This is an optimization exercise on Yosys and OpenROAD, whose aim is small area, a short achievable clock period and few clock cycles per item, not a production implementation.
At most, simulation tests tie the RTL to the original design; equivalence was not proved.
Power figures rest on the tool's default switching activity, not on a simulated workload.

==> inputs of try-ember <==
Design divider, start of the top module:
module divider #
(
    parameter N = 32
)
(
    input wire [N-1:0] dividend,
    input wire [N-1:0] divisor,
    input wire start,
    input wire rst,
    input wire clk,
    output wire [N-1:0] quotient,
    output wire [N-1:0] remainder,
    output wire done
);
clock: 4.5 ns
lec_check: 0
abc_area: 1
cap_margin: 20
core_margin: 2
core_utilization: 60
cts_cluster_diameter: 100
cts_cluster_size: 25
setup_slack_margin: 2.15
slew_margin: 20
run.sh (not shown) runs the stock make flow with config.mk's settings and CLKGATE_MAP_FILE= SYNTH_SCRIPT=/design/flow/synth_recipe.tcl, a recipe that flattens the netlist after the stock synthesis.
==> try-umber: changes against try-ember <==
--- a/flow/design.v
+++ b/flow/design.v
@@ -24,20 +24,22 @@
     wire [N-1:0] xq1 = {xq0[N-2:0], ge0};
     wire [N-1:0] d1 = d0;
     wire v1 = v0;
     reg [0:0] r1_q;
     reg [N-1:0] xq1_q;
     reg [N-1:0] d1_q;
     reg z1_q;
+    reg z2_q;
     reg v1_q;
     always @(posedge clk) begin
         r1_q <= r1;
         xq1_q <= xq1;
         d1_q <= d1;
         z1_q <= ~|d1[N-1:2];
+        z2_q <= ~|d1[N-1:3];
     end
     always @(posedge clk, posedge rst) begin
         if (rst) v1_q <= 1'b0;
         else v1_q <= v1;
     end
     wire [1:0] c1 = {r1_q, xq1_q[N-1]};
     wire [1:0] g1_0 = ~c1 & d1_q[1:0];
@@ -49,32 +51,17 @@
     assign p1_1[1] = p1_0[1] & p1_0[0];
     wire [1:0] bi1 = {g1_1[0:0], 1'b0};
     wire ge1 = ~g1_1[1] & z1_q;
     wire [1:0] r2 = c1 ^ ({2{ge1}} & (d1_q[1:0] ^ bi1));
     wire [N-1:0] xq2 = {xq1_q[N-2:0], ge1};
     wire [N-1:0] d2 = d1_q;
     wire v2 = v1_q;
-    reg [1:0] r2_q;
-    reg [N-1:0] xq2_q;
-    reg [N-1:0] d2_q;
-    reg z2_q;
-    reg v2_q;
-    always @(posedge clk) begin
-        r2_q <= r2;
-        xq2_q <= xq2;
-        d2_q <= d2;
-        z2_q <= ~|d2[N-1:3];
-    end
-    always @(posedge clk, posedge rst) begin
-        if (rst) v2_q <= 1'b0;
-        else v2_q <= v2;
-    end
-    wire [2:0] c2 = {r2_q, xq2_q[N-1]};
-    wire [2:0] g2_0 = ~c2 & d2_q[2:0];
-    wire [2:0] p2_0 = ~c2 | d2_q[2:0];
+    wire [2:0] c2 = {r2, xq2[N-1]};
+    wire [2:0] g2_0 = ~c2 & d2[2:0];
+    wire [2:0] p2_0 = ~c2 | d2[2:0];
     wire [2:0] g2_1, p2_1;
     assign g2_1[0] = g2_0[0];
     assign p2_1[0] = p2_0[0];
     assign g2_1[1] = g2_0[1] | (p2_0[1] & g2_0[0]);
     assign p2_1[1] = p2_0[1] & p2_0[0];
     assign g2_1[2] = g2_0[2];
     assign p2_1[2] = p2_0[2];
@@ -90,28 +77,30 @@
     assign p2_3[0] = p2_2[0];
     assign g2_3[1] = g2_2[1];
     assign p2_3[1] = p2_2[1];
     assign g2_3[2] = g2_2[2] | (p2_2[2] & g2_2[1]);
     assign p2_3[2] = p2_2[2] & p2_2[1];
     wire [2:0] bi2 = {g2_3[1:0], 1'b0};
     wire ge2 = ~g2_3[2] & z2_q;
-    wire [2:0] r3 = c2 ^ ({3{ge2}} & (d2_q[2:0] ^ bi2));
-    wire [N-1:0] xq3 = {xq2_q[N-2:0], ge2};
-    wire [N-1:0] d3 = d2_q;
-    wire v3 = v2_q;
+    wire [2:0] r3 = c2 ^ ({3{ge2}} & (d2[2:0] ^ bi2));
+    wire [N-1:0] xq3 = {xq2[N-2:0], ge2};
+    wire [N-1:0] d3 = d2;
+    wire v3 = v2;
     reg [2:0] r3_q;
     reg [N-1:0] xq3_q;
     reg [N-1:0] d3_q;
     reg z3_q;
+    reg z4_q;
     reg v3_q;
     always @(posedge clk) begin
         r3_q <= r3;
         xq3_q <= xq3;
         d3_q <= d3;
         z3_q <= ~|d3[N-1:4];
+        z4_q <= ~|d3[N-1:5];
     end
     always @(posedge clk, posedge rst) begin
         if (rst) v3_q <= 1'b0;
         else v3_q <= v3;
     end
     wire [3:0] c3 = {r3_q, xq3_q[N-1]};
     wire [3:0] g3_0 = ~c3 & d3_q[3:0];
@@ -145,32 +134,17 @@
     assign p3_3[3] = p3_2[3];
     wire [3:0] bi3 = {g3_3[2:0], 1'b0};
     wire ge3 = ~g3_3[3] & z3_q;
     wire [3:0] r4 = c3 ^ ({4{ge3}} & (d3_q[3:0] ^ bi3));
     wire [N-1:0] xq4 = {xq3_q[N-2:0], ge3};
     wire [N-1:0] d4 = d3_q;
     wire v4 = v3_q;
-    reg [3:0] r4_q;
-    reg [N-1:0] xq4_q;
-    reg [N-1:0] d4_q;
-    reg z4_q;
-    reg v4_q;
-    always @(posedge clk) begin
-        r4_q <= r4;
-        xq4_q <= xq4;
-        d4_q <= d4;
-        z4_q <= ~|d4[N-1:5];
-    end
-    always @(posedge clk, posedge rst) begin
-        if (rst) v4_q <= 1'b0;
-        else v4_q <= v4;
-    end
-    wire [4:0] c4 = {r4_q, xq4_q[N-1]};
-    wire [4:0] g4_0 = ~c4 & d4_q[4:0];
-    wire [4:0] p4_0 = ~c4 | d4_q[4:0];
+    wire [4:0] c4 = {r4, xq4[N-1]};
+    wire [4:0] g4_0 = ~c4 & d4[4:0];
+    wire [4:0] p4_0 = ~c4 | d4[4:0];
     wire [4:0] g4_1, p4_1;
     assign g4_1[0] = g4_0[0];
     assign p4_1[0] = p4_0[0];
     assign g4_1[1] = g4_0[1] | (p4_0[1] & g4_0[0]);
     assign p4_1[1] = p4_0[1] & p4_0[0];
     assign g4_1[2] = g4_0[2];
     assign p4_1[2] = p4_0[2];
@@ -209,28 +183,30 @@
     assign p4_4[2] = p4_3[2] & p4_3[1];
     assign g4_4[3] = g4_3[3];
     assign p4_4[3] = p4_3[3];
     assign g4_4[4] = g4_3[4] | (p4_3[4] & g4_3[3]);
     assign p4_4[4] = p4_3[4] & p4_3[3];
     wire [4:0] bi4 = {g4_4[3:0], 1'b0};
     wire ge4 = ~g4_4[4] & z4_q;
-    wire [4:0] r5 = c4 ^ ({5{ge4}} & (d4_q[4:0] ^ bi4));
-    wire [N-1:0] xq5 = {xq4_q[N-2:0], ge4};
-    wire [N-1:0] d5 = d4_q;
-    wire v5 = v4_q;
+    wire [4:0] r5 = c4 ^ ({5{ge4}} & (d4[4:0] ^ bi4));
+    wire [N-1:0] xq5 = {xq4[N-2:0], ge4};
+    wire [N-1:0] d5 = d4;
+    wire v5 = v4;
     reg [4:0] r5_q;
     reg [N-1:0] xq5_q;
     reg [N-1:0] d5_q;
     reg z5_q;
+    reg z6_q;
     reg v5_q;
     always @(posedge clk) begin
         r5_q <= r5;
         xq5_q <= xq5;
         d5_q <= d5;
         z5_q <= ~|d5[N-1:6];
+        z6_q <= ~|d5[N-1:7];
     end
     always @(posedge clk, posedge rst) begin
         if (rst) v5_q <= 1'b0;
         else v5_q <= v5;
     end
     wire [5:0] c5 = {r5_q, xq5_q[N-1]};
     wire [5:0] g5_0 = ~c5 & d5_q[5:0];
@@ -289,32 +265,17 @@
     assign p5_4[5] = p5_3[5];
     wire [5:0] bi5 = {g5_4[4:0], 1'b0};
     wire ge5 = ~g5_4[5] & z5_q;
     wire [5:0] r6 = c5 ^ ({6{ge5}} & (d5_q[5:0] ^ bi5));
     wire [N-1:0] xq6 = {xq5_q[N-2:0], ge5};
     wire [N-1:0] d6 = d5_q;
     wire v6 = v5_q;
-    reg [5:0] r6_q;
-    reg [N-1:0] xq6_q;
-    reg [N-1:0] d6_q;
-    reg z6_q;
-    reg v6_q;
-    always @(posedge clk) begin
-        r6_q <= r6;
-        xq6_q <= xq6;
-        d6_q <= d6;
-        z6_q <= ~|d6[N-1:7];
-    end
-    always @(posedge clk, posedge rst) begin
-        if (rst) v6_q <= 1'b0;
-        else v6_q <= v6;
-    end
-    wire [6:0] c6 = {r6_q, xq6_q[N-1]};
-    wire [6:0] g6_0 = ~c6 & d6_q[6:0];
-    wire [6:0] p6_0 = ~c6 | d6_q[6:0];
+    wire [6:0] c6 = {r6, xq6[N-1]};
+    wire [6:0] g6_0 = ~c6 & d6[6:0];
+    wire [6:0] p6_0 = ~c6 | d6[6:0];
     wire [6:0] g6_1, p6_1;
     assign g6_1[0] = g6_0[0];
     assign p6_1[0] = p6_0[0];
     assign g6_1[1] = g6_0[1] | (p6_0[1] & g6_0[0]);
     assign p6_1[1] = p6_0[1] & p6_0[0];
     assign g6_1[2] = g6_0[2];
     assign p6_1[2] = p6_0[2];
@@ -369,18 +330,18 @@
     assign p6_4[4] = p6_3[4] & p6_3[3];
     assign g6_4[5] = g6_3[5];
     assign p6_4[5] = p6_3[5];
     assign g6_4[6] = g6_3[6] | (p6_3[6] & g6_3[5]);
     assign p6_4[6] = p6_3[6] & p6_3[5];
     wire [6:0] bi6 = {g6_4[5:0], 1'b0};
     wire ge6 = ~g6_4[6] & z6_q;
-    wire [6:0] r7 = c6 ^ ({7{ge6}} & (d6_q[6:0] ^ bi6));
-    wire [N-1:0] xq7 = {xq6_q[N-2:0], ge6};
-    wire [N-1:0] d7 = d6_q;
-    wire v7 = v6_q;
+    wire [6:0] r7 = c6 ^ ({7{ge6}} & (d6[6:0] ^ bi6));
+    wire [N-1:0] xq7 = {xq6[N-2:0], ge6};
+    wire [N-1:0] d7 = d6;
+    wire v7 = v6;
     reg [6:0] r7_q;
     reg [N-1:0] xq7_q;
     reg [N-1:0] d7_q;
     reg z7_q;
     reg v7_q;
     always @(posedge clk) begin
         r7_q <= r7;
Settings changed: SETUP_SLACK_MARGIN 2.15 to 2.3.
==> try-sierra: changes against try-ember <==
--- a/flow/design.v
+++ b/flow/design.v
@@ -20,61 +20,31 @@
     wire [0:0] p0_0 = ~c0 | d0[0:0];
     wire [0:0] bi0 = 1'b0;
     wire ge0 = ~g0_0[0] & ~|d0[N-1:1];
     wire [0:0] r1 = c0 ^ ({1{ge0}} & (d0[0:0] ^ bi0));
     wire [N-1:0] xq1 = {xq0[N-2:0], ge0};
     wire [N-1:0] d1 = d0;
     wire v1 = v0;
-    reg [0:0] r1_q;
-    reg [N-1:0] xq1_q;
-    reg [N-1:0] d1_q;
-    reg z1_q;
-    reg v1_q;
-    always @(posedge clk) begin
-        r1_q <= r1;
-        xq1_q <= xq1;
-        d1_q <= d1;
-        z1_q <= ~|d1[N-1:2];
-    end
-    always @(posedge clk, posedge rst) begin
-        if (rst) v1_q <= 1'b0;
-        else v1_q <= v1;
-    end
-    wire [1:0] c1 = {r1_q, xq1_q[N-1]};
-    wire [1:0] g1_0 = ~c1 & d1_q[1:0];
-    wire [1:0] p1_0 = ~c1 | d1_q[1:0];
+    wire [1:0] c1 = {r1, xq1[N-1]};
+    wire [1:0] g1_0 = ~c1 & d1[1:0];
+    wire [1:0] p1_0 = ~c1 | d1[1:0];
     wire [1:0] g1_1, p1_1;
     assign g1_1[0] = g1_0[0];
     assign p1_1[0] = p1_0[0];
     assign g1_1[1] = g1_0[1] | (p1_0[1] & g1_0[0]);
     assign p1_1[1] = p1_0[1] & p1_0[0];
     wire [1:0] bi1 = {g1_1[0:0], 1'b0};
-    wire ge1 = ~g1_1[1] & z1_q;
-    wire [1:0] r2 = c1 ^ ({2{ge1}} & (d1_q[1:0] ^ bi1));
-    wire [N-1:0] xq2 = {xq1_q[N-2:0], ge1};
-    wire [N-1:0] d2 = d1_q;
-    wire v2 = v1_q;
-    reg [1:0] r2_q;
-    reg [N-1:0] xq2_q;
-    reg [N-1:0] d2_q;
-    reg z2_q;
-    reg v2_q;
-    always @(posedge clk) begin
-        r2_q <= r2;
-        xq2_q <= xq2;
-        d2_q <= d2;
-        z2_q <= ~|d2[N-1:3];
-    end
-    always @(posedge clk, posedge rst) begin
-        if (rst) v2_q <= 1'b0;
-        else v2_q <= v2;
-    end
-    wire [2:0] c2 = {r2_q, xq2_q[N-1]};
-    wire [2:0] g2_0 = ~c2 & d2_q[2:0];
-    wire [2:0] p2_0 = ~c2 | d2_q[2:0];
+    wire ge1 = ~g1_1[1] & ~|d1[N-1:2];
+    wire [1:0] r2 = c1 ^ ({2{ge1}} & (d1[1:0] ^ bi1));
+    wire [N-1:0] xq2 = {xq1[N-2:0], ge1};
+    wire [N-1:0] d2 = d1;
+    wire v2 = v1;
+    wire [2:0] c2 = {r2, xq2[N-1]};
+    wire [2:0] g2_0 = ~c2 & d2[2:0];
+    wire [2:0] p2_0 = ~c2 | d2[2:0];
     wire [2:0] g2_1, p2_1;
     assign g2_1[0] = g2_0[0];
     assign p2_1[0] = p2_0[0];
     assign g2_1[1] = g2_0[1] | (p2_0[1] & g2_0[0]);
     assign p2_1[1] = p2_0[1] & p2_0[0];
     assign g2_1[2] = g2_0[2];
     assign p2_1[2] = p2_0[2];
@@ -89,37 +59,22 @@
     assign g2_3[0] = g2_2[0];
     assign p2_3[0] = p2_2[0];
     assign g2_3[1] = g2_2[1];
     assign p2_3[1] = p2_2[1];
     assign g2_3[2] = g2_2[2] | (p2_2[2] & g2_2[1]);
     assign p2_3[2] = p2_2[2] & p2_2[1];
     wire [2:0] bi2 = {g2_3[1:0], 1'b0};
-    wire ge2 = ~g2_3[2] & z2_q;
-    wire [2:0] r3 = c2 ^ ({3{ge2}} & (d2_q[2:0] ^ bi2));
-    wire [N-1:0] xq3 = {xq2_q[N-2:0], ge2};
-    wire [N-1:0] d3 = d2_q;
-    wire v3 = v2_q;
-    reg [2:0] r3_q;
-    reg [N-1:0] xq3_q;
-    reg [N-1:0] d3_q;
-    reg z3_q;
-    reg v3_q;
-    always @(posedge clk) begin
-        r3_q <= r3;
-        xq3_q <= xq3;
-        d3_q <= d3;
-        z3_q <= ~|d3[N-1:4];
-    end
-    always @(posedge clk, posedge rst) begin
-        if (rst) v3_q <= 1'b0;
-        else v3_q <= v3;
-    end
-    wire [3:0] c3 = {r3_q, xq3_q[N-1]};
-    wire [3:0] g3_0 = ~c3 & d3_q[3:0];
-    wire [3:0] p3_0 = ~c3 | d3_q[3:0];
+    wire ge2 = ~g2_3[2] & ~|d2[N-1:3];
+    wire [2:0] r3 = c2 ^ ({3{ge2}} & (d2[2:0] ^ bi2));
+    wire [N-1:0] xq3 = {xq2[N-2:0], ge2};
+    wire [N-1:0] d3 = d2;
+    wire v3 = v2;
+    wire [3:0] c3 = {r3, xq3[N-1]};
+    wire [3:0] g3_0 = ~c3 & d3[3:0];
+    wire [3:0] p3_0 = ~c3 | d3[3:0];
     wire [3:0] g3_1, p3_1;
     assign g3_1[0] = g3_0[0];
     assign p3_1[0] = p3_0[0];
     assign g3_1[1] = g3_0[1] | (p3_0[1] & g3_0[0]);
     assign p3_1[1] = p3_0[1] & p3_0[0];
     assign g3_1[2] = g3_0[2];
     assign p3_1[2] = p3_0[2];
@@ -140,19 +95,19 @@
     assign g3_3[1] = g3_2[1];
     assign p3_3[1] = p3_2[1];
     assign g3_3[2] = g3_2[2] | (p3_2[2] & g3_2[1]);
     assign p3_3[2] = p3_2[2] & p3_2[1];
     assign g3_3[3] = g3_2[3];
     assign p3_3[3] = p3_2[3];
     wire [3:0] bi3 = {g3_3[2:0], 1'b0};
-    wire ge3 = ~g3_3[3] & z3_q;
-    wire [3:0] r4 = c3 ^ ({4{ge3}} & (d3_q[3:0] ^ bi3));
-    wire [N-1:0] xq4 = {xq3_q[N-2:0], ge3};
-    wire [N-1:0] d4 = d3_q;
-    wire v4 = v3_q;
+    wire ge3 = ~g3_3[3] & ~|d3[N-1:4];
+    wire [3:0] r4 = c3 ^ ({4{ge3}} & (d3[3:0] ^ bi3));
+    wire [N-1:0] xq4 = {xq3[N-2:0], ge3};
+    wire [N-1:0] d4 = d3;
+    wire v4 = v3;
     reg [3:0] r4_q;
     reg [N-1:0] xq4_q;
     reg [N-1:0] d4_q;
     reg z4_q;
     reg v4_q;
     always @(posedge clk) begin
         r4_q <= r4;
Settings changed: SETUP_SLACK_MARGIN 2.15 to 2.3.
==> try-cedar: changes against try-ember <==
--- a/flow/design.v
+++ b/flow/design.v
@@ -20,43 +20,28 @@
     wire [0:0] p0_0 = ~c0 | d0[0:0];
     wire [0:0] bi0 = 1'b0;
     wire ge0 = ~g0_0[0] & ~|d0[N-1:1];
     wire [0:0] r1 = c0 ^ ({1{ge0}} & (d0[0:0] ^ bi0));
     wire [N-1:0] xq1 = {xq0[N-2:0], ge0};
     wire [N-1:0] d1 = d0;
     wire v1 = v0;
-    reg [0:0] r1_q;
-    reg [N-1:0] xq1_q;
-    reg [N-1:0] d1_q;
-    reg z1_q;
-    reg v1_q;
-    always @(posedge clk) begin
-        r1_q <= r1;
-        xq1_q <= xq1;
-        d1_q <= d1;
-        z1_q <= ~|d1[N-1:2];
-    end
-    always @(posedge clk, posedge rst) begin
-        if (rst) v1_q <= 1'b0;
-        else v1_q <= v1;
-    end
-    wire [1:0] c1 = {r1_q, xq1_q[N-1]};
-    wire [1:0] g1_0 = ~c1 & d1_q[1:0];
-    wire [1:0] p1_0 = ~c1 | d1_q[1:0];
+    wire [1:0] c1 = {r1, xq1[N-1]};
+    wire [1:0] g1_0 = ~c1 & d1[1:0];
+    wire [1:0] p1_0 = ~c1 | d1[1:0];
     wire [1:0] g1_1, p1_1;
     assign g1_1[0] = g1_0[0];
     assign p1_1[0] = p1_0[0];
     assign g1_1[1] = g1_0[1] | (p1_0[1] & g1_0[0]);
     assign p1_1[1] = p1_0[1] & p1_0[0];
     wire [1:0] bi1 = {g1_1[0:0], 1'b0};
-    wire ge1 = ~g1_1[1] & z1_q;
-    wire [1:0] r2 = c1 ^ ({2{ge1}} & (d1_q[1:0] ^ bi1));
-    wire [N-1:0] xq2 = {xq1_q[N-2:0], ge1};
-    wire [N-1:0] d2 = d1_q;
-    wire v2 = v1_q;
+    wire ge1 = ~g1_1[1] & ~|d1[N-1:2];
+    wire [1:0] r2 = c1 ^ ({2{ge1}} & (d1[1:0] ^ bi1));
+    wire [N-1:0] xq2 = {xq1[N-2:0], ge1};
+    wire [N-1:0] d2 = d1;
+    wire v2 = v1;
     reg [1:0] r2_q;
     reg [N-1:0] xq2_q;
     reg [N-1:0] d2_q;
     reg z2_q;
     reg v2_q;
     always @(posedge clk) begin
         r2_q <= r2;
Settings changed: PLACE_DENSITY set to 0.72, SETUP_SLACK_MARGIN 2.15 to 2.4.
==> summary of the runs <==
- The lowest via count belongs to try-sierra, the highest to try-cedar.
- Final cell count, highest first: try-cedar, try-ember, try-umber, try-sierra.
- The highest register-to-register slack belongs to try-cedar, the lowest to try-sierra.
- Synthesized cell count: try-ember > try-cedar > try-umber > try-sierra.
- Utilization: try-ember < try-cedar < try-umber < try-sierra.
- Fmax: try-cedar > try-ember > try-umber > try-sierra.
- Area after synthesis: try-ember > try-cedar > try-umber > try-sierra.
==> figures <==
Status: try-cedar no timing/DRC/antenna violations; try-umber no timing/DRC/antenna violations; try-sierra no timing/DRC/antenna violations; try-ember no timing/DRC/antenna violations
Min-delay src: try-cedar xq29_q[9]; try-umber xq29_q[11]; try-sierra divisor[23]; try-ember xq18_q[23]
Buffers & Inverters on Critical Path: try-cedar 1; try-umber 3; try-sierra 3; try-ember 1
Proportion of total power due to net switching: try-cedar 0.268; try-umber 0.264; try-sierra 0.262; try-ember 0.257
Final area over synthesized area: try-cedar 1.159x; try-umber 1.180x; try-sierra 1.269x; try-ember 1.090x
Actual slew at the worst max-slew pin: try-cedar 0.995 ns; try-umber 0.674 ns; try-sierra 1.02 ns; try-ember 0.858 ns
Number of gates on the worst path with buffers counted: try-cedar 1; try-umber 17; try-sierra 18; try-ember 1
Data arrival time of the critical path: try-cedar 1.30 ns; try-umber 2.99 ns; try-sierra 3.25 ns; try-ember 1.38 ns
Synth Instances: try-cedar 9432; try-umber 8377; try-sierra 7775; try-ember 9481
Routed metal-1 wirelength: try-cedar 85.9 mm; try-umber 68.2 mm; try-sierra 68.1 mm; try-ember 80.7 mm
Sum of met2 wire segment lengths after detailed routing: try-cedar 88.4 mm; try-umber 83.9 mm; try-sierra 81.3 mm; try-ember 79.1 mm
Share of the clock period used by the worst path: try-cedar 0.488; try-umber 0.527; try-sierra 0.585; try-ember 0.506
Number of nets in the final layout: try-cedar 10000; try-umber 9023; try-sierra 8789; try-ember 9808
Post-Route WL: try-cedar 188 mm; try-umber 165 mm; try-sierra 159 mm; try-ember 171 mm
Destination of the worst hold path: try-cedar xq30_q[10]; try-umber xq30_q[12]; try-sierra d4_q[23]; try-ember xq19_q[24]
Area fraction in compound gates after synthesis: try-cedar 0.0480; try-umber 0.0654; try-sierra 0.0665; try-ember 0.0470
Testbench counts of try-ember, summed over its fixed seeds: cycles 2,296, items 2,048.
Testbench counts of try-cedar, summed over its fixed seeds: cycles 2,288, items 2,048.
No functional check of the RTL was part of try-umber and try-sierra.

[port drivers added, routing unchanged]
How much do the figures lean on ideal ports? The routed layouts below were timed once more, with nothing changed but the port constraints.
Step 1: set_driving_cell puts a clkbuf_16 on clk and a buf_2 on each other input, an assumption about the parent block.
Step 2 also shifts input and output timing later by t, the mid clock arrival at the registers, as if the neighbouring blocks saw the same clock.
a / b / c = ideal / step 1 / step 2; a / b = the first two.
run	t (ns)	setup slack, ns	hold slack, ns	latest minus earliest clock arrival (ns)	cell pins on the clock port's net
try-ember	0.832	2.223 / 2.145 / 2.136	0.296 / 0.296 / 0.296	0.078 / 0.079	1
try-umber	0.811	2.131 / 2.131 / 1.673	0.305 / 0.305 / 0.305	0.043 / 0.043	1
try-sierra	0.813	1.865 / 1.865 / 1.348	0.259 / 0.217 / 0.315	0.054 / 0.054	1
try-cedar	0.848	2.303 / 2.221 / 1.752	0.284 / 0.284 / 0.284	0.077 / 0.077	1
After both steps every run listed still meets setup and hold. The setup slack of try-cedar, which loses most, moves by -0.082 ns with the drivers and by -0.551 ns with both steps.
